This design comes from an exercise in tuning for small area on the open sky130 flow, not from production work.
Only simulation tests tie the RTL to the original design; equivalence was not proved.
No activity file was given, so power comes from the tool's default toggle rates.

===== design/flow/flow/run.sh =====
#!/bin/bash
# Standard ORFS layout (the standard.sh) with three settings changed: the
# port buffers are buf_1 cells, clock tree synthesis uses clkbuf_4 and adds no
# dummy loads, and global routing's repair recovers power on paths with slack
# (downsizing cells). The whole flow's output goes to standard_flow.log; ORFS
# keeps each step's log under orfs/logs.
set -euo pipefail
cat >> config.mk <<'EOC'
export BUFFER_PORTS_ARGS = -buffer_cell sky130_fd_sc_hd__buf_1
export RECOVER_POWER = 100
export CTS_ARGS = -sink_clustering_enable -repair_clock_nets -dont_use_dummy_load -buf_list sky130_fd_sc_hd__clkbuf_4 -sink_clustering_size 16 -sink_clustering_max_diameter 100
EOC
bash standard.sh finish > standard_flow.log 2>&1

===== design/flow/standard.sh =====
#!/bin/bash
# synth_recipe.tcl (not shown) runs the flow's synth.tcl, then flattens the netlist and writes it again
# the make line also repeats each setting of config.mk as NAME=value (left out here)
make -C /OpenROAD-flow-scripts/flow DESIGN_CONFIG=/design/flow/config.mk WORK_HOME=/design/flow/orfs CLKGATE_MAP_FILE= SYNTH_SCRIPT=/design/flow/synth_recipe.tcl "${@:-finish}"

===== design/flow/config.mk =====
export PLATFORM = sky130hd
export DESIGN_NAME = boxing_top
export DESIGN_NICKNAME = boxing_top
export VERILOG_FILES = /design/flow/design.v
export SDC_FILE = /design/flow/constraint.sdc
export NUM_CORES = 4
export LEC_CHECK = 0
export ABC_AREA = 1
export CAP_MARGIN = 20
export CORE_MARGIN = 2
export CORE_UTILIZATION = 60
export SLEW_MARGIN = 20
export BUFFER_PORTS_ARGS = -buffer_cell sky130_fd_sc_hd__buf_1
export RECOVER_POWER = 100
export CTS_ARGS = -sink_clustering_enable -repair_clock_nets -dont_use_dummy_load -buf_list sky130_fd_sc_hd__clkbuf_4 -sink_clustering_size 16 -sink_clustering_max_diameter 100

===== design/flow/constraint.sdc =====
create_clock -name core_clock -period 10.0 [get_ports {clk}]
set_input_delay 2.0000 -clock core_clock [delete_from_list [all_inputs] [get_ports {clk}]]
set_output_delay 2.0000 -clock core_clock [all_outputs]
set_load 0.01 [all_outputs]

===== design/flow/design.v =====
module boxing_top(clk, rst_n, ps2k_clk, ps2k_data, state1, state2, led1, led2, p1_tens, p1_ones, p2_tens, p2_ones, win);
  input clk;
  wire clk;
  input rst_n;
  wire rst_n;
  input ps2k_clk;
  wire ps2k_clk;
  input ps2k_data;
  wire ps2k_data;
  output [1:0] state1;
  wire [1:0] state1;
  output [1:0] state2;
  wire [1:0] state2;
  output [4:0] led1;
  wire [4:0] led1;
  output [4:0] led2;
  wire [4:0] led2;
  output [3:0] p1_tens;
  wire [3:0] p1_tens;
  output [3:0] p1_ones;
  wire [3:0] p1_ones;
  output [3:0] p2_tens;
  wire [3:0] p2_tens;
  output [3:0] p2_ones;
  wire [3:0] p2_ones;
  output win;
  wire win;
  reg [1:0] act1;
  reg [1:0] act2;
  reg brk;
  reg [2:0] cd;
  reg [3:0] cnt;
  reg e1;
  reg e2;
  reg [2:0] lc1;
  reg [2:0] lc2;
  reg [3:0] num;
  reg [2:0] ph;
  reg [4:0] pt;
  reg r0;
  reg r1;
  reg r2;
  reg [1:0] sd1;
  reg [1:0] sd2;
  reg [3:0] tmp;
  reg [4:0] \u_p1.d ;
  wire [2:0] \u_p1.f ;
  reg \u_p1.nw ;
  reg [2:0] \u_p1.o ;
  reg \u_p1.trig ;
  reg [4:0] \u_p2.d ;
  wire [2:0] \u_p2.f ;
  reg \u_p2.nw ;
  reg [2:0] \u_p2.o ;
  reg \u_p2.trig ;
  wire xg0;
  wire xg1;
  wire xg10;
  wire xg100;
  wire xg101;
  wire xg102;
  wire xg103;
  wire xg104;
  wire xg105;
  wire xg106;
  wire xg107;
  wire xg108;
  wire xg109;
  wire xg11;
  wire xg110;
  wire xg111;
  wire xg112;
  wire xg113;
  wire xg114;
  wire xg115;
  wire xg116;
  wire xg117;
  wire xg118;
  wire xg119;
  wire xg12;
  wire xg120;
  wire xg121;
  wire xg122;
  wire xg123;
  wire xg124;
  wire xg125;
  wire xg126;
  wire xg127;
  wire xg128;
  wire xg129;
  wire xg13;
  wire xg130;
  wire xg131;
  wire xg132;
  wire xg133;
  wire xg134;
  wire xg135;
  wire xg136;
  wire xg137;
  wire xg138;
  wire xg139;
  wire xg14;
  wire xg140;
  wire xg141;
  wire xg142;
  wire xg143;
  wire xg144;
  wire xg145;
  wire xg146;
  wire xg147;
  wire xg148;
  wire xg149;
  wire xg15;
  wire xg150;
  wire xg151;
  wire xg152;
  wire xg153;
  wire xg154;
  wire xg155;
  wire xg156;
  wire xg157;
  wire xg158;
  wire xg159;
  wire xg16;
  wire xg160;
  wire xg161;
  wire xg162;
  wire xg163;
  wire xg164;
  wire xg165;
  wire xg166;
  wire xg167;
  wire xg168;
  wire xg169;
  wire xg17;
  wire xg170;
  wire xg171;
  wire xg172;
  wire xg173;
  wire xg174;
  wire xg175;
  wire xg176;
  wire xg177;
  wire xg178;
  wire xg179;
  wire xg18;
  wire xg180;
  wire xg181;
  wire xg182;
  wire xg183;
  wire xg184;
  wire xg185;
  wire xg186;
  wire xg187;
  wire xg188;
  wire xg189;
  wire xg19;
  wire xg190;
  wire xg191;
  wire xg192;
  wire xg193;
  wire xg194;
  wire xg195;
  wire xg196;
  wire xg197;
  wire xg198;
  wire xg199;
  wire xg2;
  wire xg20;
  wire xg200;
  wire xg201;
  wire xg202;
  wire xg203;
  wire xg204;
  wire xg205;
  wire xg206;
  wire xg207;
  wire xg208;
  wire xg209;
  wire xg21;
  wire xg210;
  wire xg211;
  wire xg212;
  wire xg213;
  wire xg214;
  wire xg215;
  wire xg216;
  wire xg217;
  wire xg218;
  wire xg219;
  wire xg22;
  wire xg220;
  wire xg221;
  wire xg222;
  wire xg223;
  wire xg224;
  wire xg225;
  wire xg226;
  wire xg227;
  wire xg228;
  wire xg229;
  wire xg23;
  wire xg230;
  wire xg231;
  wire xg232;
  wire xg233;
  wire xg234;
  wire xg235;
  wire xg236;
  wire xg237;
  wire xg238;
  wire xg239;
  wire xg24;
  wire xg240;
  wire xg241;
  wire xg242;
  wire xg243;
  wire xg244;
  wire xg245;
  wire xg246;
  wire xg247;
  wire xg248;
  wire xg249;
  wire xg25;
  wire xg250;
  wire xg251;
  wire xg252;
  wire xg253;
  wire xg254;
  wire xg255;
  wire xg256;
  wire xg257;
  wire xg258;
  wire xg259;
  wire xg26;
  wire xg260;
  wire xg261;
  wire xg262;
  wire xg263;
  wire xg264;
  wire xg265;
  wire xg266;
  wire xg267;
  wire xg268;
  wire xg269;
  wire xg27;
  wire xg270;
  wire xg271;
  wire xg272;
  wire xg273;
  wire xg274;
  wire xg275;
  wire xg276;
  wire xg277;
  wire xg278;
  wire xg279;
  wire xg28;
  wire xg280;
  wire xg281;
  wire xg282;
  wire xg283;
  wire xg284;
  wire xg285;
  wire xg286;
  wire xg287;
  wire xg288;
  wire xg289;
  wire xg29;
  wire xg290;
  wire xg291;
  wire xg292;
  wire xg293;
  wire xg294;
  wire xg295;
  wire xg296;
  wire xg297;
  wire xg298;
  wire xg299;
  wire xg3;
  wire xg30;
  wire xg300;
  wire xg301;
  wire xg302;
  wire xg303;
  wire xg304;
  wire xg305;
  wire xg306;
  wire xg307;
  wire xg308;
  wire xg309;
  wire xg31;
  wire xg310;
  wire xg311;
  wire xg312;
  wire xg313;
  wire xg314;
  wire xg315;
  wire xg316;
  wire xg317;
  wire xg318;
  wire xg319;
  wire xg32;
  wire xg320;
  wire xg321;
  wire xg322;
  wire xg323;
  wire xg324;
  wire xg325;
  wire xg326;
  wire xg327;
  wire xg328;
  wire xg329;
  wire xg33;
  wire xg330;
  wire xg331;
  wire xg332;
  wire xg333;
  wire xg334;
  wire xg335;
  wire xg336;
  wire xg337;
  wire xg338;
  wire xg339;
  wire xg34;
  wire xg340;
  wire xg341;
  wire xg342;
  wire xg343;
  wire xg344;
  wire xg345;
  wire xg346;
  wire xg347;
  wire xg348;
  wire xg349;
  wire xg35;
  wire xg350;
  wire xg351;
  wire xg352;
  wire xg353;
  wire xg354;
  wire xg355;
  wire xg356;
  wire xg357;
  wire xg358;
  wire xg359;
  wire xg36;
  wire xg360;
  wire xg361;
  wire xg362;
  wire xg363;
  wire xg364;
  wire xg365;
  wire xg366;
  wire xg367;
  wire xg368;
  wire xg369;
  wire xg37;
  wire xg370;
  wire xg371;
  wire xg372;
  wire xg373;
  wire xg374;
  wire xg375;
  wire xg376;
  wire xg377;
  wire xg378;
  wire xg379;
  wire xg38;
  wire xg380;
  wire xg381;
  wire xg382;
  wire xg383;
  wire xg384;
  wire xg385;
  wire xg386;
  wire xg387;
  wire xg388;
  wire xg389;
  wire xg39;
  wire xg390;
  wire xg391;
  wire xg392;
  wire xg393;
  wire xg394;
  wire xg395;
  wire xg396;
  wire xg397;
  wire xg398;
  wire xg399;
  wire xg4;
  wire xg40;
  wire xg400;
  wire xg401;
  wire xg402;
  wire xg403;
  wire xg404;
  wire xg405;
  wire xg406;
  wire xg407;
  wire xg408;
  wire xg409;
  wire xg41;
  wire xg410;
  wire xg411;
  wire xg412;
  wire xg413;
  wire xg414;
  wire xg415;
  wire xg416;
  wire xg417;
  wire xg418;
  wire xg419;
  wire xg42;
  wire xg420;
  wire xg421;
  wire xg422;
  wire xg423;
  wire xg424;
  wire xg425;
  wire xg426;
  wire xg427;
  wire xg428;
  wire xg429;
  wire xg43;
  wire xg430;
  wire xg431;
  wire xg432;
  wire xg433;
  wire xg434;
  wire xg435;
  wire xg436;
  wire xg437;
  wire xg438;
  wire xg439;
  wire xg44;
  wire xg440;
  wire xg441;
  wire xg442;
  wire xg443;
  wire xg444;
  wire xg445;
  wire xg446;
  wire xg447;
  wire xg448;
  wire xg449;
  wire xg45;
  wire xg450;
  wire xg451;
  wire xg452;
  wire xg453;
  wire xg454;
  wire xg455;
  wire xg456;
  wire xg457;
  wire xg458;
  wire xg459;
  wire xg46;
  wire xg460;
  wire xg461;
  wire xg462;
  wire xg463;
  wire xg464;
  wire xg465;
  wire xg466;
  wire xg467;
  wire xg468;
  wire xg469;
  wire xg47;
  wire xg470;
  wire xg471;
  wire xg472;
  wire xg473;
  wire xg474;
  wire xg475;
  wire xg476;
  wire xg477;
  wire xg478;
  wire xg479;
  wire xg48;
  wire xg480;
  wire xg481;
  wire xg482;
  wire xg483;
  wire xg484;
  wire xg485;
  wire xg486;
  wire xg487;
  wire xg488;
  wire xg489;
  wire xg49;
  wire xg490;
  wire xg491;
  wire xg492;
  wire xg493;
  wire xg494;
  wire xg495;
  wire xg496;
  wire xg497;
  wire xg498;
  wire xg499;
  wire xg5;
  wire xg50;
  wire xg500;
  wire xg501;
  wire xg502;
  wire xg503;
  wire xg504;
  wire xg505;
  wire xg506;
  wire xg507;
  wire xg508;
  wire xg509;
  wire xg51;
  wire xg510;
  wire xg511;
  wire xg512;
  wire xg513;
  wire xg514;
  wire xg515;
  wire xg516;
  wire xg517;
  wire xg518;
  wire xg519;
  wire xg52;
  wire xg520;
  wire xg521;
  wire xg522;
  wire xg523;
  wire xg524;
  wire xg525;
  wire xg526;
  wire xg527;
  wire xg528;
  wire xg529;
  wire xg53;
  wire xg530;
  wire xg531;
  wire xg532;
  wire xg533;
  wire xg534;
  wire xg535;
  wire xg536;
  wire xg537;
  wire xg538;
  wire xg54;
  wire xg55;
  wire xg56;
  wire xg57;
  wire xg58;
  wire xg59;
  wire xg6;
  wire xg60;
  wire xg61;
  wire xg62;
  wire xg63;
  wire xg64;
  wire xg65;
  wire xg66;
  wire xg67;
  wire xg68;
  wire xg69;
  wire xg7;
  wire xg70;
  wire xg71;
  wire xg72;
  wire xg73;
  wire xg74;
  wire xg75;
  wire xg76;
  wire xg77;
  wire xg78;
  wire xg79;
  wire xg8;
  wire xg80;
  wire xg81;
  wire xg82;
  wire xg83;
  wire xg84;
  wire xg85;
  wire xg86;
  wire xg87;
  wire xg88;
  wire xg89;
  wire xg9;
  wire xg90;
  wire xg91;
  wire xg92;
  wire xg93;
  wire xg94;
  wire xg95;
  wire xg96;
  wire xg97;
  wire xg98;
  wire xg99;
  assign xg516 = 4'h8 >> { xg517, xg215 };
  assign xg515 = 4'h8 >> { rst_n, tmp[2] };
  assign xg514 = 4'h4 >> { xg515, xg517 };
  assign xg404 = 4'he >> { xg514, xg516 };
  assign xg513 = 4'h1 >> { xg38, pt[2] };
  assign xg403 = 4'h1 >> { xg513, xg40 };
  assign xg512 = 4'h8 >> { xg210, cd[0] };
  assign xg511 = 4'h8 >> { xg512, xg215 };
  assign xg510 = 4'h8 >> { rst_n, tmp[1] };
  assign xg509 = 4'h4 >> { xg510, xg512 };
  assign xg402 = 4'he >> { xg509, xg511 };
  assign xg508 = 4'h2 >> { xg254, sd2[1] };
  assign xg507 = 4'h8 >> { xg508, xg332 };
  assign xg506 = 4'h2 >> { xg507, xg194 };
  assign xg505 = 4'h2 >> { xg331, sd1[1] };
  assign xg504 = 4'h1 >> { xg505, xg286 };
  assign xg503 = 4'h8 >> { xg504, xg189 };
  assign xg502 = 4'h1 >> { xg503, xg197 };
  assign xg501 = 4'h2 >> { xg502, xg46 };
  assign xg500 = 4'h4 >> { xg501, xg506 };
  assign xg499 = 4'h8 >> { xg46, xg200 };
  assign xg498 = 4'h2 >> { xg499, pt[1] };
  assign xg497 = 4'h2 >> { xg498, rst_n };
  assign xg401 = 4'hb >> { xg497, xg500 };
  assign xg496 = 4'h8 >> { rst_n, cnt[0] };
  assign xg400 = 4'h1 >> { xg496, xg221 };
  assign xg495 = 4'h2 >> { xg508, xg197 };
  assign xg444 = 4'h8 >> { sd2[1], sd1[1] };
  assign xg445 = 4'h8 >> { xg444, xg43 };
  assign xg446 = 4'h1 >> { xg445, xg495 };
  assign xg447 = 4'h1 >> { xg254, sd2[0] };
  assign xg448 = 4'h4 >> { xg447, xg446 };
  assign xg449 = 4'h4 >> { xg286, pt[1] };
  assign xg450 = 4'h2 >> { xg449, xg352 };
  assign xg451 = 4'h2 >> { xg450, xg46 };
  assign xg452 = 4'h8 >> { xg451, pt[0] };
  assign xg453 = 4'h4 >> { xg452, xg448 };
  assign xg454 = 4'h8 >> { xg451, xg446 };
  assign xg455 = 4'h1 >> { xg454, pt[0] };
  assign xg456 = 4'h2 >> { xg455, rst_n };
  assign xg399 = 4'h4 >> { xg456, xg453 };
  assign xg457 = 4'h1 >> { ph[0], ph[1] };
  assign xg458 = 4'h2 >> { xg206, rst_n };
  assign xg398 = 4'h4 >> { xg458, xg457 };
  assign xg397 = 4'h4 >> { rst_n, ph[0] };
  assign xg459 = 4'h2 >> { xg315, rst_n };
  assign xg396 = 4'hb >> { xg459, xg225 };
  assign xg460 = 4'h8 >> { xg496, cnt[1] };
  assign xg461 = 4'h8 >> { xg223, xg316 };
  assign xg395 = 4'he >> { xg461, xg460 };
  assign xg462 = 4'h1 >> { xg172, num[2] };
  assign xg463 = 4'h8 >> { xg173, num[2] };
  assign xg464 = 4'h4 >> { xg463, xg174 };
  assign xg465 = 4'h2 >> { xg29, rst_n };
  assign xg466 = 4'h4 >> { xg465, xg464 };
  assign xg394 = 4'h4 >> { xg466, xg462 };
  assign xg467 = 4'h8 >> { xg465, num[1] };
  assign xg468 = 4'h8 >> { num[2], num[3] };
  assign xg469 = 4'h2 >> { xg468, rst_n };
  assign xg470 = 4'h8 >> { xg469, xg0 };
  assign xg471 = 4'h1 >> { xg470, xg467 };
  assign xg393 = 4'h1 >> { xg471, xg172 };
  assign xg472 = 4'h2 >> { xg127, \u_p1.o [2] };
  assign xg473 = 4'h8 >> { xg132, \u_p1.o [1] };
  assign xg474 = 4'h8 >> { xg473, xg134 };
  assign xg392 = 4'he >> { xg474, xg472 };
  assign xg475 = 4'h2 >> { xg268, \u_p1.d [3] };
  assign xg476 = 4'h2 >> { xg377, \u_p1.d [4] };
  assign xg477 = 4'h1 >> { xg476, xg475 };
  assign xg391 = 4'hb >> { xg477, xg152 };
  assign xg478 = 4'h1 >> { xg377, lc1[2] };
  assign xg390 = 4'h1 >> { xg478, xg137 };
  assign xg479 = 4'h1 >> { xg377, \u_p1.nw  };
  assign xg389 = 4'h2 >> { xg479, xg268 };
  assign xg388 = 4'h8 >> { state1[1], rst_n };
  assign xg480 = 4'h2 >> { xg273, \u_p1.trig  };
  assign xg481 = 4'h4 >> { \u_p1.o [2], \u_p1.trig  };
  assign xg482 = 4'h4 >> { xg481, lc1[2] };
  assign xg483 = 4'h8 >> { xg482, xg273 };
  assign xg484 = 4'h1 >> { xg483, xg480 };
  assign xg387 = 4'h2 >> { xg484, rst_n };
  assign xg386 = 4'h8 >> { e1, rst_n };
  assign xg485 = 4'h1 >> { cd[0], cd[1] };
  assign xg486 = 4'h4 >> { xg485, cd[2] };
  assign xg487 = 4'h8 >> { rst_n, num[3] };
  assign xg488 = 4'h4 >> { xg13, num[0] };
  assign xg489 = 4'h8 >> { xg488, xg487 };
  assign xg385 = 4'h4 >> { xg489, xg486 };
  assign xg490 = 4'h4 >> { xg487, xg31 };
  assign xg491 = 4'h4 >> { xg490, xg463 };
  assign xg492 = 4'h8 >> { xg470, xg463 };
  assign xg384 = 4'he >> { xg492, xg491 };
  assign xg383 = 4'h8 >> { rst_n, r1 };
  assign xg382 = 4'h8 >> { r0, rst_n };
  assign xg381 = 4'h8 >> { ps2k_clk, rst_n };
  assign xg493 = 4'h8 >> { xg223, act2[1] };
  assign xg494 = 4'h8 >> { xg221, tmp[1] };
  assign xg379 = 4'he >> { xg494, xg493 };
  always @(posedge clk)
    sd2[0] <= xg426;
  always @(posedge clk)
    num[3] <= xg384;
  always @(posedge clk)
    \u_p1.o [0] <= xg427;
  always @(posedge clk)
    cnt[1] <= xg395;
  always @(posedge clk)
    \u_p1.o [1] <= xg428;
  always @(posedge clk)
    cnt[2] <= xg396;
  always @(posedge clk)
    \u_p1.d [0] <= xg429;
  always @(posedge clk)
    \u_p1.d [1] <= xg430;
  assign xg375 = 4'h8 >> { xg376, sd2[0] };
  always @(posedge clk)
    \u_p1.d [2] <= xg431;
  always @(posedge clk)
    \u_p1.d [3] <= xg432;
  always @(posedge clk)
    lc1[0] <= xg433;
  always @(posedge clk)
    lc1[1] <= xg434;
  reg xg1111;
  always @(posedge clk)
    xg1111 <= xg435;
  assign \u_p1.f [0] = xg1111;
  always @(posedge clk)
    ph[0] <= xg397;
  always @(posedge clk)
    sd1[0] <= xg436;
  always @(posedge clk)
    ph[1] <= xg398;
  always @(posedge clk)
    num[0] <= xg437;
  always @(posedge clk)
    pt[0] <= xg399;
  always @(posedge clk)
    pt[4] <= xg438;
  assign xg376 = 4'h2 >> { \u_p2.nw , \u_p2.trig  };
  always @(posedge clk)
    cd[1] <= xg380;
  always @(posedge clk)
    ph[2] <= xg439;
  always @(posedge clk)
    brk <= xg440;
  always @(posedge clk)
    cnt[0] <= xg400;
  always @(posedge clk)
    tmp[0] <= xg441;
  always @(posedge clk)
    pt[1] <= xg401;
  always @(posedge clk)
    cnt[3] <= xg442;
  always @(posedge clk)
    act1[1] <= xg443;
  always @(posedge clk)
    e1 <= xg385;
  always @(posedge clk)
    tmp[1] <= xg402;
  assign xg378 = 4'h2 >> { ph[2], ph[0] };
  always @(posedge clk)
    e2 <= xg386;
  always @(posedge clk)
    pt[2] <= xg403;
  always @(posedge clk)
    \u_p1.trig  <= xg387;
  always @(posedge clk)
    tmp[2] <= xg404;
  always @(posedge clk)
    act2[1] <= xg379;
  always @(posedge clk)
    cd[2] <= xg405;
  always @(posedge clk)
    tmp[3] <= xg406;
  always @(posedge clk)
    sd1[1] <= xg388;
  assign xg377 = 4'h4 >> { xg378, ph[1] };
  always @(posedge clk)
    cd[0] <= xg407;
  always @(posedge clk)
    pt[3] <= xg408;
  always @(posedge clk)
    r0 <= xg381;
  always @(posedge clk)
    act2[0] <= xg409;
  always @(posedge clk)
    \u_p1.nw  <= xg389;
  always @(posedge clk)
    act1[0] <= xg410;
  always @(posedge clk)
    lc1[2] <= xg390;
  always @(posedge clk)
    \u_p2.o [0] <= xg411;
  always @(posedge clk)
    \u_p1.d [4] <= xg391;
  always @(posedge clk)
    \u_p2.o [1] <= xg412;
  always @(posedge clk)
    \u_p1.o [2] <= xg392;
  always @(posedge clk)
    \u_p2.d [0] <= xg413;
  always @(posedge clk)
    \u_p2.d [1] <= xg414;
  always @(posedge clk)
    \u_p2.trig  <= xg415;
  always @(posedge clk)
    r1 <= xg382;
  always @(posedge clk)
    sd2[1] <= xg416;
  always @(posedge clk)
    num[1] <= xg393;
  always @(posedge clk)
    \u_p2.nw  <= xg417;
  assign xg374 = 4'h4 >> { sd2[0], sd2[1] };
  always @(posedge clk)
    lc2[2] <= xg418;
  always @(posedge clk)
    \u_p2.d [4] <= xg419;
  assign xg373 = 4'h1 >> { act2[0], act2[1] };
  always @(posedge clk)
    \u_p2.o [2] <= xg420;
  always @(posedge clk)
    r2 <= xg383;
  always @(posedge clk)
    \u_p2.d [2] <= xg421;
  always @(posedge clk)
    \u_p2.d [3] <= xg422;
  always @(posedge clk)
    lc2[0] <= xg423;
  always @(posedge clk)
    lc2[1] <= xg424;
  reg xg1167;
  always @(posedge clk)
    xg1167 <= xg425;
  assign \u_p2.f [0] = xg1167;
  always @(posedge clk)
    num[2] <= xg394;
  assign xg372 = 4'h4 >> { xg373, \u_p2.trig  };
  assign xg371 = 4'h8 >> { xg372, xg374 };
  assign xg370 = 4'h1 >> { xg371, xg375 };
  assign xg369 = 4'h1 >> { xg370, \u_p2.f [0] };
  assign xg368 = 4'h1 >> { \u_p2.f [0], sd2[1] };
  assign xg367 = 4'h8 >> { xg368, act2[0] };
  assign xg366 = 4'h1 >> { xg367, sd2[0] };
  assign xg365 = 4'h1 >> { xg366, xg369 };
  assign xg364 = 4'h2 >> { sd2[0], sd2[1] };
  assign xg363 = 4'h8 >> { xg364, xg376 };
  assign xg362 = 4'h1 >> { xg363, xg365 };
  assign xg361 = 4'h2 >> { xg362, xg377 };
  assign xg360 = 4'h2 >> { xg377, sd2[0] };
  assign state2[0] = 4'he >> { xg360, xg361 };
  assign xg359 = 4'h4 >> { xg377, \u_p1.f [0] };
  assign xg358 = 4'h2 >> { \u_p1.nw , \u_p1.trig  };
  assign xg357 = 4'h1 >> { sd1[1], \u_p1.trig  };
  assign xg356 = 4'h1 >> act1;
  assign xg355 = 4'h8 >> { xg356, xg357 };
  assign xg354 = 4'h1 >> { xg355, xg358 };
  assign xg353 = 4'h2 >> { xg354, sd1[0] };
  assign xg352 = 4'h1 >> { sd1[0], sd1[1] };
  assign xg351 = 4'h4 >> { xg352, act1[0] };
  assign xg350 = 4'h1 >> { xg351, xg353 };
  assign xg349 = 4'h2 >> { xg350, xg359 };
  assign xg348 = 4'h4 >> { xg352, xg359 };
  assign xg347 = 4'h8 >> { xg358, xg377 };
  assign xg346 = 4'h2 >> { sd1[0], sd1[1] };
  assign xg345 = 4'h4 >> { xg346, xg347 };
  assign xg344 = 4'h1 >> { xg345, xg348 };
  assign state1[0] = 4'h4 >> { xg344, xg349 };
  assign xg343 = 4'h1 >> pt[3:2];
  assign p1_tens[1] = 4'h2 >> { xg343, pt[4] };
  assign xg342 = 4'h2 >> { pt[4], pt[2] };
  assign xg341 = 4'h8 >> pt[3:2];
  assign xg340 = 4'h1 >> { xg341, pt[4] };
  assign xg339 = 4'h1 >> { xg340, p1_tens[1] };
  assign xg338 = 4'h4 >> { xg339, pt[1] };
  assign xg337 = 4'h1 >> { xg338, xg342 };
  assign xg336 = 4'h1 >> pt[1:0];
  assign xg335 = 4'h4 >> { xg336, pt[3] };
  assign win = 4'h8 >> { xg335, xg337 };
  assign xg334 = 4'h4 >> { win, p1_tens[1] };
  assign xg333 = 4'h2 >> { win, p1_tens[1] };
  assign p2_tens[1] = 4'he >> { xg333, xg334 };
  assign xg332 = 4'h8 >> pt[1:0];
  assign xg331 = 4'h1 >> { xg332, xg336 };
  assign xg330 = 4'h4 >> { xg331, xg339 };
  assign xg329 = 4'h1 >> { xg332, pt[2] };
  assign xg328 = 4'h2 >> { xg329, pt[3] };
  assign xg327 = 4'h1 >> { xg328, pt[4] };
  assign p2_tens[0] = 4'h4 >> { xg327, win };
  assign xg326 = 4'h1 >> { p2_tens[0], xg331 };
  assign p2_ones[1] = 4'h1 >> { xg326, xg330 };
  assign xg325 = 4'h1 >> { lc1[1], lc1[2] };
  assign xg324 = 4'h2 >> { xg325, xg346 };
  assign xg323 = 4'h4 >> { sd1[0], sd1[1] };
  assign xg322 = 4'h4 >> { xg323, lc1[2] };
  assign xg321 = 4'h4 >> { xg322, lc1[1] };
  assign xg320 = 4'h1 >> { xg321, xg324 };
  assign xg319 = 4'h2 >> { lc1[2], sd1[1] };
  assign xg318 = 4'h2 >> { lc1[0], lc1[1] };
  assign xg317 = 4'h8 >> { xg318, xg319 };
  assign xg316 = 4'h1 >> { cnt[0], cnt[1] };
  assign xg315 = 4'h2 >> { xg316, cnt[2] };
  assign xg314 = 4'h4 >> { cnt[3], cnt[1] };
  assign xg313 = 4'h8 >> { xg314, xg315 };
  assign xg312 = 4'h1 >> { xg313, xg317 };
  assign led1[2] = 4'h7 >> { xg312, xg320 };
  assign xg311 = 4'h8 >> { lc1[0], lc1[1] };
  assign xg310 = 4'h8 >> { xg311, xg319 };
  assign xg309 = 4'h1 >> { xg310, xg313 };
  assign xg308 = 4'h2 >> { xg311, xg322 };
  assign xg307 = 4'h4 >> { xg325, lc1[0] };
  assign xg306 = 4'h2 >> { xg307, xg346 };
  assign xg305 = 4'h1 >> { xg306, xg308 };
  assign led1[1] = 4'h7 >> { xg305, xg309 };
  assign xg304 = 4'h1 >> { xg313, xg346 };
  assign xg303 = 4'h8 >> { lc1[2], sd1[1] };
  assign xg302 = 4'h1 >> { xg303, xg322 };
  assign led1[0] = 4'h7 >> { xg302, xg304 };
  assign xg301 = 4'h4 >> { pt[3], pt[1] };
  assign p1_ones[2] = 4'h1 >> { xg301, xg337 };
  assign xg300 = 4'h2 >> { pt[4], pt[1] };
  assign xg299 = 4'h4 >> { xg300, pt[3] };
  assign p1_ones[1] = 4'he >> { xg299, xg338 };
  assign xg298 = 4'h8 >> { p1_ones[1], pt[0] };
  assign xg297 = 4'h8 >> { xg298, p1_ones[2] };
  assign xg296 = 4'h1 >> { xg298, p1_ones[2] };
  assign p2_ones[2] = 4'h1 >> { xg296, xg297 };
  assign p1_ones[0] = 4'h2 >> { p1_tens[1], pt[0] };
  assign xg295 = 4'h8 >> { xg300, pt[3] };
  assign p1_tens[0] = 4'he >> { xg295, xg339 };
  assign xg294 = 4'h2 >> { lc2[2], sd2[0] };
  assign xg293 = 4'h2 >> { xg294, sd2[1] };
  assign xg292 = 4'h4 >> { xg294, sd2[1] };
  assign xg291 = 4'h1 >> { xg292, xg313 };
  assign led2[0] = 4'hb >> { xg291, xg293 };
  assign xg290 = 4'h1 >> { xg313, lc1[2] };
  assign xg289 = 4'h1 >> { xg290, xg304 };
  assign xg288 = 4'h8 >> { xg307, sd1[0] };
  assign xg287 = 4'h1 >> { xg288, xg322 };
  assign led1[4] = 4'hb >> { xg287, xg289 };
  assign xg286 = 4'h4 >> { xg343, pt[4] };
  assign xg285 = 4'h8 >> { xg286, xg331 };
  assign xg284 = 4'h4 >> { xg328, pt[4] };
  assign xg283 = 4'h8 >> { xg284, xg296 };
  assign p2_ones[3] = 4'he >> { xg283, xg285 };
  assign xg282 = 4'h1 >> { xg288, xg311 };
  assign xg281 = 4'h1 >> { xg282, xg320 };
  assign xg280 = 4'h8 >> { sd1[0], sd1[1] };
  assign xg279 = 4'h8 >> { xg325, lc1[0] };
  assign xg278 = 4'h8 >> { xg279, xg280 };
  assign xg277 = 4'h1 >> { xg278, xg289 };
  assign led1[3] = 4'hb >> { xg277, xg281 };
  assign xg276 = 4'h2 >> { xg349, sd1[1] };
  assign xg275 = 4'h1 >> { \u_p1.f [0], sd1[1] };
  assign xg274 = 4'h4 >> { xg275, sd1[0] };
  assign xg273 = 4'h2 >> { xg274, xg377 };
  assign xg272 = 4'h1 >> { xg273, act1[1] };
  assign xg271 = 4'h8 >> { xg272, xg349 };
  assign xg270 = 4'h4 >> { xg273, xg358 };
  assign xg269 = 4'h4 >> { xg270, xg349 };
  assign xg268 = 4'h1 >> { xg269, xg271 };
  assign xg267 = 4'h1 >> { xg349, sd1[0] };
  assign xg266 = 4'h2 >> { xg275, xg347 };
  assign xg265 = 4'h2 >> { xg353, xg359 };
  assign xg264 = 4'h1 >> { xg265, xg266 };
  assign xg263 = 4'h1 >> { xg264, sd1[1] };
  assign xg262 = 4'h4 >> { xg263, xg267 };
  assign xg261 = 4'h8 >> { xg262, xg268 };
  assign state1[1] = 4'he >> { xg261, xg276 };
  assign xg260 = 4'h8 >> { xg364, lc2[2] };
  assign xg259 = 4'h1 >> { lc2[1], lc2[2] };
  assign xg258 = 4'h4 >> { xg259, lc2[0] };
  assign xg257 = 4'h8 >> { sd2[0], sd2[1] };
  assign xg256 = 4'h8 >> { xg257, xg258 };
  assign xg255 = 4'h1 >> { xg256, xg260 };
  assign led2[4] = 4'h7 >> { xg255, xg291 };
  assign xg254 = 4'h8 >> { xg337, xg339 };
  assign xg253 = 4'h8 >> { xg301, xg340 };
  assign p1_ones[3] = 4'he >> { xg253, xg254 };
  assign xg252 = 4'h2 >> { xg377, sd2[1] };
  assign xg251 = 4'h2 >> { act2[0], act2[1] };
  assign xg250 = 4'h1 >> { sd2[0], \u_p2.f [0] };
  assign xg249 = 4'h8 >> { xg250, xg251 };
  assign xg248 = 4'h1 >> { xg249, xg375 };
  assign xg247 = 4'h2 >> { xg248, xg369 };
  assign xg246 = 4'h4 >> { xg248, sd2[1] };
  assign xg245 = 4'h1 >> { xg246, xg247 };
  assign xg244 = 4'h8 >> { xg245, xg377 };
  assign state2[1] = 4'he >> { xg244, xg252 };
  assign xg243 = 4'h1 >> { lc2[0], lc2[2] };
  assign xg242 = 4'h2 >> { xg258, xg364 };
  assign xg241 = 4'h1 >> { xg242, xg294 };
  assign xg240 = 4'h8 >> { lc2[0], lc2[1] };
  assign xg239 = 4'h4 >> { xg240, sd2[1] };
  assign xg238 = 4'h1 >> { xg239, xg241 };
  assign xg237 = 4'h8 >> { xg257, lc2[0] };
  assign xg236 = 4'h4 >> { xg374, lc2[0] };
  assign xg235 = 4'h1 >> { xg236, xg237 };
  assign xg234 = 4'h4 >> { xg235, xg259 };
  assign xg233 = 4'h8 >> { xg234, xg238 };
  assign xg232 = 4'h4 >> { xg233, xg243 };
  assign xg231 = 4'h2 >> { xg235, xg259 };
  assign xg230 = 4'h1 >> { xg231, xg313 };
  assign led2[3] = 4'hb >> { xg230, xg232 };
  assign xg229 = 4'h8 >> { xg259, xg374 };
  assign xg228 = 4'h1 >> { xg229, xg313 };
  assign led2[2] = 4'hb >> { xg228, xg233 };
  assign xg227 = 4'h2 >> { xg240, xg257 };
  assign xg226 = 4'h2 >> { xg227, xg238 };
  assign led2[1] = 4'he >> { xg226, xg313 };
  assign xg225 = 4'h4 >> { xg316, cnt[2] };
  assign xg224 = 4'h4 >> { xg225, cnt[3] };
  assign xg223 = 4'h2 >> { xg224, rst_n };
  assign xg222 = 4'h8 >> { xg223, act1[1] };
  assign xg221 = 4'h8 >> { xg224, rst_n };
  assign xg220 = 4'h8 >> { xg221, tmp[3] };
  assign xg443 = 4'he >> { xg220, xg222 };
  assign xg219 = 4'h2 >> { xg225, cnt[3] };
  assign xg442 = 4'hd >> { xg219, xg223 };
  assign xg218 = 4'h2 >> { cd[2], cd[0] };
  assign xg217 = 4'h8 >> { xg218, e2 };
  assign xg216 = 4'h8 >> { xg217, cd[1] };
  assign xg215 = 4'h4 >> { rst_n, brk };
  assign xg214 = 4'h8 >> { xg215, xg216 };
  assign xg213 = 4'h8 >> { rst_n, tmp[0] };
  assign xg212 = 4'h4 >> { xg213, xg216 };
  assign xg441 = 4'he >> { xg212, xg214 };
  assign xg211 = 4'h2 >> { cd[1], e2 };
  assign xg210 = 4'h8 >> { xg211, cd[2] };
  assign xg209 = 4'h1 >> { e2, brk };
  assign xg208 = 4'h2 >> { xg209, rst_n };
  assign xg207 = 4'h4 >> { xg208, xg217 };
  assign xg440 = 4'h4 >> { xg207, xg210 };
  assign xg206 = 4'h8 >> { ph[0], ph[1] };
  assign xg205 = 4'h2 >> { xg206, ph[2] };
  assign xg204 = 4'h8 >> { xg378, ph[1] };
  assign xg203 = 4'h1 >> { xg204, xg205 };
  assign xg439 = 4'h2 >> { xg203, rst_n };
  assign xg202 = 4'h8 >> { xg323, pt[0] };
  assign xg201 = 4'h4 >> { xg374, pt[0] };
  assign xg200 = 4'h1 >> { xg201, xg202 };
  assign xg199 = 4'h8 >> { xg280, \u_p1.nw  };
  assign xg198 = 4'h8 >> { xg199, xg204 };
  assign xg197 = 4'h8 >> { xg198, xg200 };
  assign xg196 = 4'h8 >> { sd2[1], pt[0] };
  assign xg195 = 4'h1 >> { xg196, pt[1] };
  assign xg194 = 4'h2 >> { xg195, xg197 };
  assign xg193 = 4'h8 >> { xg194, xg341 };
  assign xg192 = 4'h2 >> { pt[0], sd1[1] };
  assign xg191 = 4'h2 >> { xg192, pt[1] };
  assign xg190 = 4'h1 >> { xg191, xg202 };
  assign xg189 = 4'h4 >> { xg190, xg198 };
  assign xg188 = 4'h8 >> { xg257, \u_p2.nw  };
  assign xg187 = 4'h8 >> { xg188, xg204 };
  assign xg186 = 4'h8 >> { xg187, xg343 };
  assign xg185 = 4'h8 >> { xg186, xg189 };
  assign xg184 = 4'h1 >> { xg185, xg193 };
  assign xg183 = 4'h2 >> { xg184, pt[4] };
  assign xg182 = 4'h1 >> { xg193, pt[4] };
  assign xg181 = 4'h2 >> { xg182, rst_n };
  assign xg438 = 4'h4 >> { xg181, xg183 };
  assign xg180 = 4'h2 >> { r1, r2 };
  assign xg179 = 4'h1 >> num[2:1];
  assign xg178 = 4'h2 >> { xg179, num[3] };
  assign xg177 = 4'h1 >> { xg178, num[0] };
  assign xg176 = 4'h4 >> { xg177, xg180 };
  assign xg175 = 4'h2 >> { xg177, xg180 };
  assign xg174 = 4'h1 >> { xg180, num[3] };
  assign xg173 = 4'h8 >> { num[0], num[1] };
  assign xg172 = 4'h4 >> { xg173, xg174 };
  assign xg171 = 4'h2 >> { xg172, rst_n };
  assign xg170 = 4'h4 >> { xg171, xg175 };
  assign xg437 = 4'h4 >> { xg170, xg176 };
  assign xg436 = 4'h8 >> { state1[0], rst_n };
  assign xg169 = 4'h1 >> { xg377, \u_p1.f [0] };
  assign xg168 = 4'h2 >> { xg169, rst_n };
  assign xg435 = 4'h8 >> { xg168, xg264 };
  assign xg167 = 4'h2 >> { xg377, lc1[1] };
  assign xg166 = 4'h8 >> { xg377, \u_p1.o [1] };
  assign xg434 = 4'he >> { xg166, xg167 };
  assign xg165 = 4'h2 >> { xg377, lc1[0] };
  assign xg164 = 4'h8 >> { xg377, \u_p1.o [0] };
  assign xg433 = 4'he >> { xg164, xg165 };
  assign xg163 = 4'h1 >> { \u_p1.d [4], \u_p1.d [2] };
  assign xg162 = 4'h4 >> { \u_p1.d [0], \u_p1.d [1] };
  assign xg161 = 4'h4 >> { xg162, \u_p1.d [3] };
  assign xg160 = 4'h8 >> { xg161, xg163 };
  assign xg159 = 4'h1 >> { xg160, xg268 };
  assign xg158 = 4'h1 >> { xg159, xg264 };
  assign xg157 = 4'h4 >> { xg275, xg351 };
  assign xg156 = 4'h8 >> { xg157, xg158 };
  assign xg155 = 4'h2 >> { xg268, \u_p1.d [2] };
  assign xg154 = 4'h2 >> { xg377, \u_p1.d [3] };
  assign xg153 = 4'h1 >> { xg154, xg155 };
  assign xg432 = 4'hb >> { xg153, xg156 };
  assign xg152 = 4'h8 >> { xg158, state1[1] };
  assign xg151 = 4'h4 >> { xg152, state1[0] };
  assign xg150 = 4'h1 >> { xg151, xg156 };
  assign xg149 = 4'h2 >> { xg268, \u_p1.d [1] };
  assign xg148 = 4'h2 >> { xg377, \u_p1.d [2] };
  assign xg147 = 4'h1 >> { xg148, xg149 };
  assign xg431 = 4'h7 >> { xg147, xg150 };
  assign xg146 = 4'h8 >> { xg159, \u_p1.d [0] };
  assign xg145 = 4'h2 >> { xg377, \u_p1.d [1] };
  assign xg144 = 4'h1 >> { xg145, xg146 };
  assign xg430 = 4'h7 >> { xg144, xg150 };
  assign xg143 = 4'h8 >> { xg152, state1[0] };
  assign xg142 = 4'h1 >> { xg377, \u_p1.d [0] };
  assign xg141 = 4'h8 >> { \u_p1.d [4], \u_p1.d [2] };
  assign xg140 = 4'h1 >> { xg141, xg163 };
  assign xg139 = 4'h2 >> { xg140, xg159 };
  assign xg138 = 4'h1 >> { xg139, xg142 };
  assign xg429 = 4'h4 >> { xg138, xg143 };
  assign xg137 = 4'h4 >> { xg377, \u_p1.o [2] };
  assign xg136 = 4'h1 >> { \u_p1.o [2], \u_p1.o [0] };
  assign xg135 = 4'h2 >> { xg136, xg160 };
  assign xg134 = 4'h8 >> { xg135, xg137 };
  assign xg133 = 4'h1 >> { xg134, \u_p1.o [1] };
  assign xg132 = 4'h1 >> { xg274, \u_p1.nw  };
  assign xg131 = 4'h8 >> { xg135, \u_p1.o [1] };
  assign xg130 = 4'h2 >> { xg131, xg132 };
  assign xg129 = 4'h2 >> { xg130, xg377 };
  assign xg428 = 4'h1 >> { xg129, xg133 };
  assign xg128 = 4'h4 >> { xg132, xg160 };
  assign xg127 = 4'h2 >> { xg128, xg377 };
  assign xg126 = 4'h2 >> { xg127, \u_p1.o [0] };
  assign xg125 = 4'h1 >> { xg136, \u_p1.nw  };
  assign xg124 = 4'h2 >> { xg125, xg273 };
  assign xg123 = 4'h8 >> { xg124, xg160 };
  assign xg427 = 4'he >> { xg123, xg126 };
  assign xg426 = 4'h8 >> { state2[0], rst_n };
  assign xg122 = 4'h2 >> { xg370, xg377 };
  assign xg121 = 4'h1 >> { xg122, \u_p2.f [0] };
  assign xg120 = 4'h4 >> { xg368, sd2[0] };
  assign xg119 = 4'h4 >> { xg120, xg373 };
  assign xg118 = 4'h2 >> { xg368, xg376 };
  assign xg117 = 4'h1 >> { xg118, xg119 };
  assign xg116 = 4'h2 >> { xg117, xg377 };
  assign xg115 = 4'h2 >> { xg116, rst_n };
  assign xg425 = 4'h4 >> { xg115, xg121 };
  assign xg114 = 4'h2 >> { xg377, lc2[1] };
  assign xg113 = 4'h8 >> { xg377, \u_p2.o [1] };
  assign xg424 = 4'he >> { xg113, xg114 };
  assign xg112 = 4'h2 >> { xg377, lc2[0] };
  assign xg111 = 4'h8 >> { xg377, \u_p2.o [0] };
  assign xg423 = 4'he >> { xg111, xg112 };
  assign xg110 = 4'h1 >> { \u_p2.d [4], \u_p2.d [2] };
  assign xg109 = 4'h1 >> { \u_p2.d [3], \u_p2.d [1] };
  assign xg108 = 4'h8 >> { xg109, xg110 };
  assign xg107 = 4'h8 >> { xg108, \u_p2.d [0] };
  assign xg106 = 4'h4 >> { xg377, \u_p2.f [0] };
  assign xg105 = 4'h8 >> { xg106, xg107 };
  assign xg104 = 4'h1 >> { xg105, xg116 };
  assign xg103 = 4'h1 >> { xg104, xg362 };
  assign xg102 = 4'h4 >> { xg103, xg245 };
  assign xg101 = 4'h8 >> { xg117, xg377 };
  assign xg100 = 4'h4 >> { xg101, xg369 };
  assign xg99 = 4'h8 >> { xg100, \u_p2.d [2] };
  assign xg98 = 4'h2 >> { xg377, \u_p2.d [3] };
  assign xg97 = 4'h1 >> { xg98, xg99 };
  assign xg422 = 4'hb >> { xg97, xg102 };
  assign xg96 = 4'h2 >> { xg104, xg245 };
  assign xg95 = 4'h8 >> { xg96, xg362 };
  assign xg94 = 4'h1 >> { xg95, xg102 };
  assign xg93 = 4'h8 >> { xg100, \u_p2.d [1] };
  assign xg92 = 4'h2 >> { xg377, \u_p2.d [2] };
  assign xg91 = 4'h1 >> { xg92, xg93 };
  assign xg421 = 4'h7 >> { xg91, xg94 };
  assign xg90 = 4'h2 >> { xg120, xg377 };
  assign xg89 = 4'h8 >> { xg90, xg107 };
  assign xg88 = 4'h1 >> { xg120, \u_p2.nw  };
  assign xg87 = 4'h2 >> { xg88, xg377 };
  assign xg86 = 4'h2 >> { xg87, \u_p2.o [2] };
  assign xg85 = 4'h4 >> { xg86, xg89 };
  assign xg84 = 4'h2 >> { xg87, \u_p2.o [1] };
  assign xg83 = 4'h4 >> { xg89, \u_p2.o [2] };
  assign xg82 = 4'h8 >> { xg83, \u_p2.o [0] };
  assign xg81 = 4'h8 >> { xg82, xg84 };
  assign xg420 = 4'he >> { xg81, xg85 };
  assign xg80 = 4'h8 >> { xg100, \u_p2.d [3] };
  assign xg79 = 4'h2 >> { xg377, \u_p2.d [4] };
  assign xg78 = 4'h1 >> { xg79, xg80 };
  assign xg419 = 4'hb >> { xg78, xg96 };
  assign xg77 = 4'h2 >> { xg377, lc2[2] };
  assign xg76 = 4'h8 >> { xg377, \u_p2.o [2] };
  assign xg418 = 4'he >> { xg76, xg77 };
  assign xg75 = 4'h1 >> { xg377, \u_p2.nw  };
  assign xg417 = 4'h1 >> { xg75, xg100 };
  assign xg416 = 4'h8 >> { state2[1], rst_n };
  assign xg74 = 4'h2 >> { xg90, \u_p2.trig  };
  assign xg73 = 4'h4 >> { \u_p2.o [2], \u_p2.trig  };
  assign xg72 = 4'h4 >> { xg73, lc2[2] };
  assign xg71 = 4'h8 >> { xg72, xg90 };
  assign xg70 = 4'h1 >> { xg71, xg74 };
  assign xg415 = 4'h2 >> { xg70, rst_n };
  assign xg69 = 4'h2 >> { xg377, \u_p2.d [1] };
  assign xg68 = 4'h8 >> { xg100, \u_p2.d [0] };
  assign xg67 = 4'h1 >> { xg68, xg69 };
  assign xg66 = 4'h1 >> { xg67, xg108 };
  assign xg414 = 4'hd >> { xg66, xg94 };
  assign xg65 = 4'h4 >> { xg96, xg362 };
  assign xg64 = 4'h1 >> { xg377, \u_p2.d [0] };
  assign xg63 = 4'h8 >> { \u_p2.d [4], \u_p2.d [2] };
  assign xg62 = 4'h1 >> { xg63, xg110 };
  assign xg61 = 4'h1 >> { xg62, xg107 };
  assign xg60 = 4'h8 >> { xg61, xg100 };
  assign xg59 = 4'h1 >> { xg60, xg64 };
  assign xg413 = 4'h4 >> { xg59, xg65 };
  assign xg58 = 4'h2 >> { xg87, \u_p2.o [0] };
  assign xg57 = 4'h1 >> { xg58, xg86 };
  assign xg56 = 4'h2 >> { xg57, xg89 };
  assign xg55 = 4'h2 >> { xg56, xg84 };
  assign xg54 = 4'h4 >> { xg83, \u_p2.o [1] };
  assign xg53 = 4'h8 >> { xg54, xg58 };
  assign xg412 = 4'he >> { xg53, xg55 };
  assign xg52 = 4'h1 >> { xg58, xg89 };
  assign xg411 = 4'h1 >> { xg52, xg56 };
  assign xg51 = 4'h8 >> { xg223, act1[0] };
  assign xg50 = 4'h8 >> { xg221, tmp[2] };
  assign xg410 = 4'he >> { xg50, xg51 };
  assign xg49 = 4'h8 >> { xg223, act2[0] };
  assign xg48 = 4'h8 >> { xg221, tmp[0] };
  assign xg409 = 4'he >> { xg48, xg49 };
  assign xg47 = 4'h1 >> { xg187, xg198 };
  assign xg46 = 4'h1 >> { xg47, win };
  assign xg45 = 4'h1 >> { xg189, xg194 };
  assign xg44 = 4'h2 >> { xg45, xg46 };
  assign xg43 = 4'h2 >> { xg198, xg286 };
  assign xg42 = 4'h2 >> { xg43, rst_n };
  assign xg41 = 4'h4 >> { xg42, xg44 };
  assign xg40 = 4'h2 >> { xg41, pt[2] };
  assign xg39 = 4'h1 >> { xg40, xg189 };
  assign xg38 = 4'h8 >> { xg42, xg44 };
  assign xg37 = 4'h4 >> { xg38, pt[2] };
  assign xg36 = 4'h2 >> { xg37, xg189 };
  assign xg35 = 4'h1 >> { xg36, xg39 };
  assign xg34 = 4'h2 >> { xg35, pt[3] };
  assign xg33 = 4'h4 >> { xg35, pt[3] };
  assign xg32 = 4'h2 >> { xg33, rst_n };
  assign xg408 = 4'hb >> { xg32, xg34 };
  assign xg31 = 4'h2 >> { xg179, xg180 };
  assign xg30 = 4'h4 >> { xg31, num[3] };
  assign xg29 = 4'h8 >> { xg180, num[3] };
  assign xg28 = 4'h8 >> { xg29, xg177 };
  assign xg27 = 4'h1 >> { xg28, xg30 };
  assign xg26 = 4'h8 >> { cd[1], num[1] };
  assign xg25 = 4'h1 >> { xg26, num[2] };
  assign xg24 = 4'h2 >> { cd[0], num[2] };
  assign xg23 = 4'h8 >> { xg24, num[0] };
  assign xg22 = 4'h1 >> { xg23, xg25 };
  assign xg21 = 4'h4 >> { cd[0], num[0] };
  assign xg20 = 4'h1 >> { xg21, cd[2] };
  assign xg19 = 4'h4 >> { xg20, xg22 };
  assign xg18 = 4'h8 >> { xg21, num[2] };
  assign xg17 = 4'h1 >> { xg21, num[2] };
  assign xg16 = 4'h4 >> { xg26, cd[2] };
  assign xg15 = 4'h4 >> { xg16, xg17 };
  assign xg14 = 4'h4 >> { xg15, xg18 };
  assign xg13 = 4'h4 >> num[2:1];
  assign xg12 = 4'h4 >> { xg13, cd[1] };
  assign xg11 = 4'h2 >> { cd[1], num[1] };
  assign xg10 = 4'h4 >> { xg11, num[0] };
  assign xg9 = 4'h1 >> { xg24, xg218 };
  assign xg8 = 4'h8 >> { xg9, xg10 };
  assign xg7 = 4'h1 >> { xg8, xg12 };
  assign xg6 = 4'h4 >> { xg7, xg14 };
  assign xg5 = 4'h4 >> { xg6, xg19 };
  assign xg4 = 4'h1 >> { xg5, ps2k_data };
  assign xg3 = 4'h8 >> { xg5, ps2k_data };
  assign xg2 = 4'h1 >> { xg3, xg4 };
  assign xg1 = 4'h1 >> { xg2, xg27 };
  assign xg0 = 4'h8 >> { xg180, num[0] };
  assign xg538 = 4'h4 >> { xg179, num[3] };
  assign xg537 = 4'h8 >> { xg538, xg0 };
  assign xg536 = 4'h1 >> { xg537, xg1 };
  assign xg535 = 4'h8 >> { xg536, cd[2] };
  assign xg534 = 4'h8 >> { xg10, cd[2] };
  assign xg533 = 4'h1 >> { xg534, xg537 };
  assign xg532 = 4'h2 >> { xg533, ps2k_data };
  assign xg405 = 4'he >> { xg532, xg535 };
  assign xg531 = 4'h8 >> { xg536, cd[1] };
  assign xg530 = 4'h4 >> { xg218, num[2] };
  assign xg529 = 4'h8 >> { xg530, xg11 };
  assign xg528 = 4'h4 >> { xg529, xg536 };
  assign xg380 = 4'he >> { xg528, xg531 };
  assign xg527 = 4'h1 >> { xg380, xg405 };
  assign xg526 = 4'h4 >> { xg1, num[0] };
  assign xg525 = 4'h4 >> { xg526, xg527 };
  assign xg524 = 4'h8 >> { xg536, cd[0] };
  assign xg523 = 4'h8 >> { xg527, xg537 };
  assign xg522 = 4'h1 >> { xg523, xg524 };
  assign xg407 = 4'hb >> { xg522, xg525 };
  assign xg521 = 4'h8 >> { xg211, xg218 };
  assign xg520 = 4'h8 >> { xg521, xg215 };
  assign xg519 = 4'h8 >> { rst_n, tmp[3] };
  assign xg518 = 4'h4 >> { xg519, xg521 };
  assign xg406 = 4'he >> { xg518, xg520 };
  assign xg517 = 4'h4 >> { xg210, cd[0] };
  assign \u_p2.f [2:1] = sd2;
  assign \u_p1.f [2:1] = sd1;
  assign p2_ones[0] = p1_ones[0];
  assign p2_tens[3:2] = 2'h0;
  assign p1_tens[3:2] = 2'h0;
endmodule

==> key figures <==
Synthesis
  – Post-synthesis register bit count: 65
  – Yosys warning count: 1
  – Synth async-reset ratio: 0
  – Synth Cell Area: 3720 µm²
  – Synth area leaders: dfxtp_1, nand2_1, inv_1, nand3_1, o21ai_0
  – Post-Synthesis Mean Instance Area: 6.81 µm²
  – Most used flip-flop cell after synthesis: dfxtp_1
  – Distinct cell type count after synthesis: 49
  – Yosys top cell by area: dfxtp_1
  – Register area share after synthesis: 0.349
  – EDFF count, synth: 0
  – Cells after Synth: 547
  – Post-synth top area share: 0.349

Route
  – Vias/cell: 5.48
  – First DRT Iteration DRCs: 135
  – DR WL/cell: 12.7 µm
  – Residual DRC: 0
  – Via Count: 3564
  – Antenna Violating Nets Remaining: 0
  – DRT Pass-1 Iters: 5
  – Final WL: 8230 µm

Die
  – FP Rows: 28
  – DIE AREA: 6850 µm²
  – Effective utilization at floorplan: 0.625
  – IO Pins: 35
  – Die Height: 82.8 µm
  – Die width: 82.8 µm
  – CORE AREA: 5960 µm²

Clock network
  – Clock latency on the worst-skew pair: 0.40 ns
  – Post-cts resize count: 0
  – Hold-fix buffers, CTS: 0
  – Setup repair bufs after CTS: 0
  – TritonCTS Buffers: 9
  – Clk root buf: clkbuf_4
  – Htree depth: 3
  – CTS tree: yes
  – # clock sinks: 65
  – CTS clk-pin slew, worst paths: 0.08 ns
  – Clock buffer depth: 2

Cells and area
  – Most common cell after layout, fill and taps aside: nand2_1
  – Synthesis-to-finish area growth: 3.09%
  – N_diodes: 0
  – Post-route cell area: 3840 µm²
  – Layout cell share with drive strength beyond 1: 0.0557
  – Most frequent cells in the layout: nand2_1, inv_1, dfxtp_1
  – # nets final: 586

Placement
  – GPL Wtd Cong: 0.890
  – PortBufs: 30
  – Dpl cell area: 3850 µm²
  – Post-DP HPWL: 6140 µm

Pwr
  – Cell Pwr Density: 147 nW/µm²
  – LEAKAGE: 1.75 nW
  – Power Total: 0.000562 W
  – Maximum VDD drop: 0.115 mV

Timing
  – F_max: 0.201 GHz
  – Clk_skew: 0.0226 ns
  – Final Hold Fails: 0
  – Period utilisation layout: 0.498
  – Tmin final: 4.98 ns
  – Slew at the pin closest to its max-slew limit: 1.18 ns
  – RSZ-0062 raised after global routing: false
  – Setup violators final: 0
  – Fin. max-slew vios: 0
  – Setup_tns: 0 ns
  – Max-slew headroom: 0.211

Global route
  – Largest net degree at the start of global routing: 29
  – First-pass GRT wire length: 13700 µm
  – Total GRT Usage: 0.261
  – Number of global-route vias before repair: 3100
  – Initial antenna violation count: 0
  – GRT overflow: 0

Critical path
  – CP top delay family: buffers and inverters
  – CP Class: flip-flop to output port
  – WP data required: 8.00 ns
  – CP bufs+invs: 5
  – Worst reg2reg startpoint: ph[0]$_SDFF_PN0_
  – Critical Path Source Type: flip-flop
  – Critical Path Fanout Max: 21
  – CP max stage cell: clkbuf_1
  – Critical Path AT: 2.98 ns
  – Crit path largest cell delay: 0.73 ns
  – Crit path capture type: output port
  – Crit path launch: ph[0]$_SDFF_PN0_
  – Crit path top cell by count: inv_1
  – CP cell instances: inv_1 -> nor3_1 -> clkbuf_1 -> inv_1 -> o21ai_0 -> nand3_1 -> inv_1 -> buf_1

Worst hold path
  – Hold Path Origin: r0$_SDFF_PN0_
  – Worst Hold Class: flip-flop to flip-flop

Run status
  – Outcome: timing/DRC/antenna clean

Run
  – Total of max-cap violations: 0
[flip-flops by register name, indices dropped and copies added, names as in the netlist, 2 cells and up]
register	cells
u_p1.d	5
sd2	2
u_p2.d	5
num	4
act2	2
pt	5
cnt	4
ph	3
cd	3
act1	2
lc2	3
lc1	3
tmp	4
u_p2.o	3
sd1	2
u_p1.o	3
[worst reg2reg max path: stages (launching register included)]
cell      delay [ns]
dfxtp_1         0.38
inv_1           0.05
nor3_1          0.12
clkbuf_1        0.73
inv_1           0.59
a21oi_1         0.40
inv_1           0.08
nor2_1          0.17
inv_1           0.09
a211oi_1        0.26
o22ai_1         0.11
[stage by stage]
stage / utilization / setup slack (ns) / hold WS (ns) / cells
2_1_floorplan: - / 6.40 / 0.390 / 550
3_3_place_gp: 0.647 / 6.38 / 0.392 / 641
3_5_place_dp: 0.647 / 6.36 / 0.414 / 641
4_1_cts: 0.659 / 5.92 / 0.435 / 650
5_1_grt: 0.645 / 4.74 / 0.454 / 650
6_report: 0.645 / 5.02 / 0.429 / 650
[metal layers]
layer | global-route usage | share of wire | vias to the layer above
met3 | 0.0693 | 0.064 | 16
li1 | - | - | 1834
met5 | 0 | 0 | -
met2 | 0.446 | 0.47 | 128
met1 | 0.326 | 0.46 | 1586
met4 | 0.0672 | 0.015 | 0
[cell families (layout without fill, tap and decap cells)]
family | after synthesis | count (layout) | share of synthesized area
DFF | 65 | 65 | 0.349
adders and majority gates | 5 | 5 | 0.0168
xor gates and xnor gates | 1 | 1 | 0.00235
other | 1 | 4 | 0.00101
and+or+nand+nor | 247 | 247 | 0.315
AOI/OAI and AO/OA | 112 | 112 | 0.187
buffers and inverters | 116 | 141 | 0.128
[cells in the mapped netlist (3+ instances only)]
master and count:
clkbuf_1 3, nand3_1 43, o2111ai_1 4, nor2_2 4, nand3_2 3, or2_2 3
nand3b_1 4, buf_2 3, nand2_2 5, dfxtp_1 65, o32ai_1 4, nor3_1 6
buf_4 8, inv_1 93, o21ai_0 42, a21oi_2 3, nor2_1 46, ha_1 5
a21oi_1 23, nor2_4 5, nand4_1 4, inv_2 6, a211oi_1 4, o22ai_1 12
nand2_1 114, o211ai_1 3
[report_power, final]
group / total [W] / switching (W) / internal, W
combinational: 0.000130 / 0.0000822 / 0.0000482
clock: 0.000122 / 0.0000801 / 0.0000418
sequential: 0.000310 / 0.0000204 / 0.000290
[area by class of cell]
class,count,area (µm²)
sequential,65,1300
multi-input combinational,369,1880
tap,75,93.8
timing repair buffer,32,120
inverter,100,375
clock buffer,9,67.6
fill,556,2120
[final timing paths]
check,end,slack (ns),cells after the start
max,state1[0],5.02,8
min,r1$_SDFF_PN0_,0.43,2
max reg2reg,u_p2.o[1]$_SDFF_PP1_,6.92,10
min reg2reg,r1$_SDFF_PN0_,0.43,2

-- port drivers added, routing unchanged --
No port has a modelled driver above. Below, the same layout with a new extraction and two added sets of constraints.
Step 1 assumes that a clkbuf_16 drives the clock port and a buf_2 every other input.
Step 2 times the ports against the registers' clock, not the clock port: input delays grow and output delays shrink by t, the midpoint of the rising clock arrivals with the driver on.
Slacks: ideal / step 1 / step 2; pairs: ideal / step 1.
t (ns): 0.419
setup slack, ns: 5.018 / 4.991 / 5.410
worst setup path after step 2: register to output
worst data-port slew with drivers (ns): 0.03
After both steps setup and hold are still met in this run. For this run, drivers alone change the setup slack by -0.027 ns; drivers and shift together by +0.392 ns.
